Source: an optimization exercise on an open RTL-to-GDS flow (aim: small area). Production flows keep margins and buffers that such runs may drop. The RTL was checked by simulation tests, not by an equivalence proof against the original design. Power figures rest on the tool's default switching activity, not on a simulated workload.

==> flow/design.v, too long to show whole: its modules and the start of the top module <==
// module dds_rom_sin: 1055 lines
// module dds_rom_sqr: 6 lines
// module dds_rom_tri: 11 lines
// module dds_rom_harm: 1127 lines
// module DDS: 24 lines
// module DDS_control: 69 lines
// module DC_DDS_TOP: 89 lines
module DC_DDS_TOP #(
    parameter PHASE_WIDTH = 32,     
    parameter ADDR_WIDTH = 10,      
    parameter DATA_WIDTH = 16,      
    parameter PERIOD_NUM_WIDTH = 3  
)(
	input clk,
	input rst_n,
    input [PHASE_WIDTH-1:0] frq_word   ,  
    input [PHASE_WIDTH-1:0] period_ctrl,  
    input [1:0] CH0_wave_shape,
    input CH0_mod,  
    input CH0_chaotic_valid,  
    input [PHASE_WIDTH-1:0] CH0_chaotic_x,  
    input [PHASE_WIDTH-1:0] CH0_chaotic_y,
    input [PHASE_WIDTH-1:0] CH0_chaotic_z,
    input [1:0] CH1_wave_shape,
    input CH1_mod,  
    input CH1_chaotic_valid,  
    input [PHASE_WIDTH-1:0] CH1_chaotic_x,  
    input [PHASE_WIDTH-1:0] CH1_chaotic_y,
    input [PHASE_WIDTH-1:0] CH1_chaotic_z,
    output reg chaotic_ctrl,  
    output CH0_wave_out_valid,
	output [DATA_WIDTH-1:0] CH0_wave_out,
    output CH1_wave_out_valid,
    output [DATA_WIDTH-1:0] CH1_wave_out
);
  // ...
==> flow/run.sh <==
#!/bin/bash
# synth_recipe.tcl (not shown) runs the flow's synth.tcl, then flattens the netlist and writes it again
# the make line also repeats each setting of config.mk as NAME=value (left out here)
make -C /OpenROAD-flow-scripts/flow DESIGN_CONFIG=/design/flow/config.mk WORK_HOME=/design/flow/orfs CLKGATE_MAP_FILE= SYNTH_SCRIPT=/design/flow/synth_recipe.tcl finish
==> flow/config.mk <==
export PLATFORM = sky130hd
export DESIGN_NAME = DC_DDS_TOP
export DESIGN_NICKNAME = DC_DDS_TOP
export VERILOG_FILES = /design/flow/design.v
export SDC_FILE = /design/flow/constraint.sdc
export NUM_CORES = 4
export LEC_CHECK = 0
export ABC_AREA = 1
export CAP_MARGIN = 20
export CORE_MARGIN = 2
export CORE_UTILIZATION = 35
export PLACE_DENSITY = 0.45
export SLEW_MARGIN = 20
export SYNTH_MEMORY_MAX_BITS = 65536
==> flow/constraint.sdc <==
create_clock -name core_clock -period 10.0 [get_ports {clk}]
set_input_delay 2.0000 -clock core_clock [delete_from_list [all_inputs] [get_ports {clk}]]
set_output_delay 2.0000 -clock core_clock [all_outputs]
set_load 0.01 [all_outputs]
==> results list, run 1 <==
- Across all hold checks on the routed design, the worst slack comes to around 0.4 ns.
* Top delay family on crit path: simple AND/OR/NAND/NOR gates
* Inserted Diodes: 10
- The path with the worst hold slack has its endpoint at CH0_DDS.wave_out_valid.
- After legalization and detailed placement, the total HPWL measured between 100000 and 150000 um.
- After global routing the overflow that remains totals 0.
- Once placement finished, the instance area stood at 32800 um^2.
- Of the total standard cell area in the layout, the sequential portion is slightly above 10%.
- After synthesis, the largest area contributor takes up between 10% and 20% of total cell area.
- Critical path fanouts, max: 37
- The most common cell in the synthesized netlist is sky130_fd_sc_hd__nand2_1.
- About 300 I/O pins were placed.
- Outcome: finished clean
- Setup slack of the worst register-to-register path: 2.60 ns
- The worst hold path begins at CH0_DDS.wave_ctrl.
* Number of cells produced by synthesis: between 4000 and 5000
- Counting the clock-network buffers in the layout gives 20.
* Relative contribution of sequential cells to total power: around 5.3%
- DR top layer: met5
* Dominant power group: combinational cells
* Layout Skew: 0.0153 ns
* Cell internal power dissipation: 4300 uW
- The worst register-to-register path ends at cnt_ctrl[23].
- Number of multi-input combinational cells in the layout: around 3800
* Chip Height: between 200 and 300 um
* Non-clock buffer share: under 10%
* Final Core Density: between 40 and 50%
* Top library cells by usage in the layout, fill and taps aside: sky130_fd_sc_hd__nand2_1 (930), sky130_fd_sc_hd__inv_1 (521), sky130_fd_sc_hd__o21ai_0 (429)
* Combinational family with the most area after synthesis: simple AND/OR/NAND/NOR gates
- Per-cell routed wire length: between 30 and 40 um
- Leaving out filler cells and counting taps, the final layout contains between 5000 and 6000.
- The later pin in the worst-skew pair is clocked with a latency of around 0.46 ns.
- Total setup buffers inserted after CTS: 0
- In this run the worst setup path terminates at CH0_wave_out[5].
- Arrival time worst endpoint: a little over 7 ns
- Leaving out fill and tap cells, the most frequent cell in the layout is sky130_fd_sc_hd__nand2_1.
==> run 2: changes to the inputs <==
==> flow/flow/run.sh (new file) <==
#!/bin/bash
# Own flow: the standard layout, with two changes to synthesis only:
#  - no full/half-adder extraction (ADDER_MAP_FILE empty) and Yosys's default
#    adder architecture instead of the Kogge-Stone extra map;
#  - the final ABC mapping runs flow/area.abc (deep AIG resynthesis, then the
#    usual choice computation and mapping) instead of abc_area.script.
# Registers, their names and the rest of the flow are unchanged.
set -euo pipefail
W=$PWD
sed 's#log_cmd abc {\*}\$abc_args#log_cmd abc {*}[lreplace $abc_args 1 1 '"$W"'/flow/area.abc]#' \
    "$FLOW_HOME/scripts/synth.tcl" > "$W/synth_own.tcl"
grep -q "flow/area.abc" "$W/synth_own.tcl"
sed 's#source $::env(SCRIPTS_DIR)/synth.tcl#source '"$W"'/synth_own.tcl#' \
    "$W/synth_recipe.tcl" > "$W/own_synth.tcl"
grep -q "synth_own.tcl" "$W/own_synth.tcl"
bash "$W/standard.sh" SYNTH_SCRIPT="$W/own_synth.tcl" ADDER_MAP_FILE= \
    SYNTH_OPERATIONS_ARGS=-noshare finish > "$W/make.log" 2>&1
==> flow/flow/area.abc (new file) <==
strash
&get -n
&deepsyn -T 240
&put
dch
map -B 0.9
topo
==> flow/standard.sh (new file) <==
#!/bin/bash
# synth_recipe.tcl (not shown) runs the flow's synth.tcl, then flattens the netlist and writes it again
# the make line also repeats each setting of config.mk as NAME=value (left out here)
make -C /OpenROAD-flow-scripts/flow DESIGN_CONFIG=/design/flow/config.mk WORK_HOME=/design/flow/orfs CLKGATE_MAP_FILE= SYNTH_SCRIPT=/design/flow/synth_recipe.tcl "${@:-finish}"
--- a/flow/config.mk
+++ b/flow/config.mk
@@ -8,7 +8,7 @@
 export ABC_AREA = 1
 export CAP_MARGIN = 20
 export CORE_MARGIN = 2
-export CORE_UTILIZATION = 35
-export PLACE_DENSITY = 0.45
+export CORE_UTILIZATION = 55
+export PLACE_DENSITY = 0.65
 export SLEW_MARGIN = 20
 export SYNTH_MEMORY_MAX_BITS = 65536
removed: flow/run.sh
==> run 2 against run 1 <==
  * The run now fails in global routing (5_1_grt)
  * Synthesized cell count is 9.4% lower
  * Area after synthesis is 20% lower
==> results list, run 2 <==
* Number of global-route vias before repair: 39100
- Synth warnings: 3
* Clk sink count: around 150
* Wire length of the first global-routing pass: 264000 um
- The post-detailed-placement half-perimeter wirelength is 101000 um (-31%).
- The count of buffers added on input and output ports is about 240.
- The area fraction of the dominant cell type after synthesis came to 14.9% (-0.53 points).
- The congestion estimate from routability-driven global placement came to 1.68.
* Last stage reached: global routing (5_1_grt)
- Most used flip-flop cell after synthesis: sky130_fd_sc_hd__dfrtp_1
- Maximum root-to-sink buffer count: 2
- After synthesis, the share of flip-flops with an asynchronous set or reset is between 70% and 80%.
- Chip Height: 210 um (-28%)
- Inserted Clock Buffers: 17
* Outcome: aborted with a tool error
- Sum of overflow across all layers after global routing: 700
- sky130_fd_sc_hd__nand2_1 takes more of the synthesized area than any other cell.
- Post-Synthesis Cell Area: roughly 23000 um^2
* Error text reported by the tool: [ERROR GRT-0116] Global routing finished with congestion. Check the congestion regions in the DRC Viewer.
- Syn_area_per_cell: ~5.5 um^2
- The number of placed instances, taps included, is around 5200.
- In the post-synthesis netlist, the biggest area contributors are sky130_fd_sc_hd__nand2_1 (15%), sky130_fd_sc_hd__clkinv_1 (11%), sky130_fd_sc_hd__nor2_1 (11%).
* Number of cells produced by synthesis: 4256 (-9.4%)
- Hold repair after CTS inserted 0 buffers.
- Die Wd: about 210 um
- Entering global routing, the biggest net connects 63 pins.
- Once the floorplan was initialized, standard cells occupied about 56% of the core.
- In this run, synthesis inferred 0 flip-flops with an integrated enable.
* Most frequent cells after synthesis: sky130_fd_sc_hd__nand2_1 (923), sky130_fd_sc_hd__clkinv_1 (711), sky130_fd_sc_hd__nor2_1 (701), sky130_fd_sc_hd__o21ai_0 (430), sky130_fd_sc_hd__a21oi_1 (295)
- The most common cell in the synthesized netlist is sky130_fd_sc_hd__nand2_1.
* Total GRT Usage: between 80% and 90%
- In this run, post-CTS repair resized a total of 5 instances.
- Counting flops and latches in the post-synthesis netlist gives 145.
- In this run, distinct cell masters in the synthesized netlist total 55.
* Sequential fraction of the synthesis area: 14.9%
* Setup slack after placement: -0.151 ns
- Total setup buffers inserted after CTS: 0 (unchanged)
* Rows: 75
- In this run the number of H-tree levels came out at 4.
- The number of nets handed over by synthesis was around 4500.
- The cell sitting at the root of the clock tree is a sky130_fd_sc_hd__clkbuf_16.
- The I/O pin count came to 301 (unchanged).
[run 2: cell count changes after synthesis, moves of 58 or more]
cell,delta
sky130_fd_sc_hd__buf_2,-59
sky130_fd_sc_hd__ha_1,-360
sky130_fd_sc_hd__clkbuf_1,-107
sky130_fd_sc_hd__clkinv_1,+701
sky130_fd_sc_hd__nor2_1,+281
sky130_fd_sc_hd__a21oi_1,-58
sky130_fd_sc_hd__inv_1,-522
[run 2: worst max path at each step]
stage	to	start	cells past startpoint	slack [ns]
after floorplan	CH1_wave_out[1]	CH1_DDS.dds_phase_dly[22]	38	0.05
after global placement	CH1_DDS.cnt_period[2]	CH1_DDS.noadd	70	0.06
after detailed placement	CH1_DDS.cnt_period[2]	CH1_DDS.noadd	70	-0.15
after CTS	CH1_DDS.cnt_period[2]	CH1_DDS.noadd	70	0.01
[run 2: logic make-up after synthesis]
family | Yosys count | share of synthesized area (%)
simple gates | 2028 | 35.5
buf+inv | 711 | 11.5
xor+xnor | 90 | 3.47
fa+ha+maj | 14 | 0.603
compound gates | 1255 | 33.4
mux | 13 | 0.614
flops | 145 | 14.9
[run 2: metrics by stage]
step,setup TNS [ns],instance area (um^2)
after floorplan,0,23200
after global placement,0,27500
after detailed placement,-0.478,27500
after CTS,0,28200
[run 2: per-layer routing]
metal / overflow / GRT usage [%]
met2: 268 / 92.1
met5: 24 / 65.6
met4: 107 / 63.1
met3: 170 / 77.9
met1: 131 / 83.2
[run 2: power groups by stage]
stage,combinational (uW),clock (uW),sequential [uW]
detailed placement,5530,0,719
CTS,5560,681,708
global placement,5560,0,718
floorplan,3220,0,711

[static timing again, ports no longer ideal]
In the flow no input, the clock included, has a driving cell. The finished layout below was timed again as built, in two steps. Step 1 (the two cells are an assumption about what drives the block):
set clk [get_ports {clk}]
set_driving_cell -lib_cell sky130_fd_sc_hd__clkbuf_16 $clk
set_driving_cell -lib_cell sky130_fd_sc_hd__buf_2 [delete_from_list [all_inputs] $clk]
Step 2 moves the port delays by t, midway between the first and last clock arrival at a register: inputs arrive t later, outputs are due t later. That takes back most of the time a late clock gives input paths. a / b / c = ideal ports / drivers / drivers and shift; a / b = the first two.
run: run 1
t, ns: 0.510
slack for setup (ns): 0.944 / 0.885 / 1.395
hold slack, ns: 0.404 / 0.404 / 0.404
After both steps run 1 still meets setup and hold. For run 1, drivers alone change the setup slack by -0.059 ns; drivers and shift together by +0.451 ns.
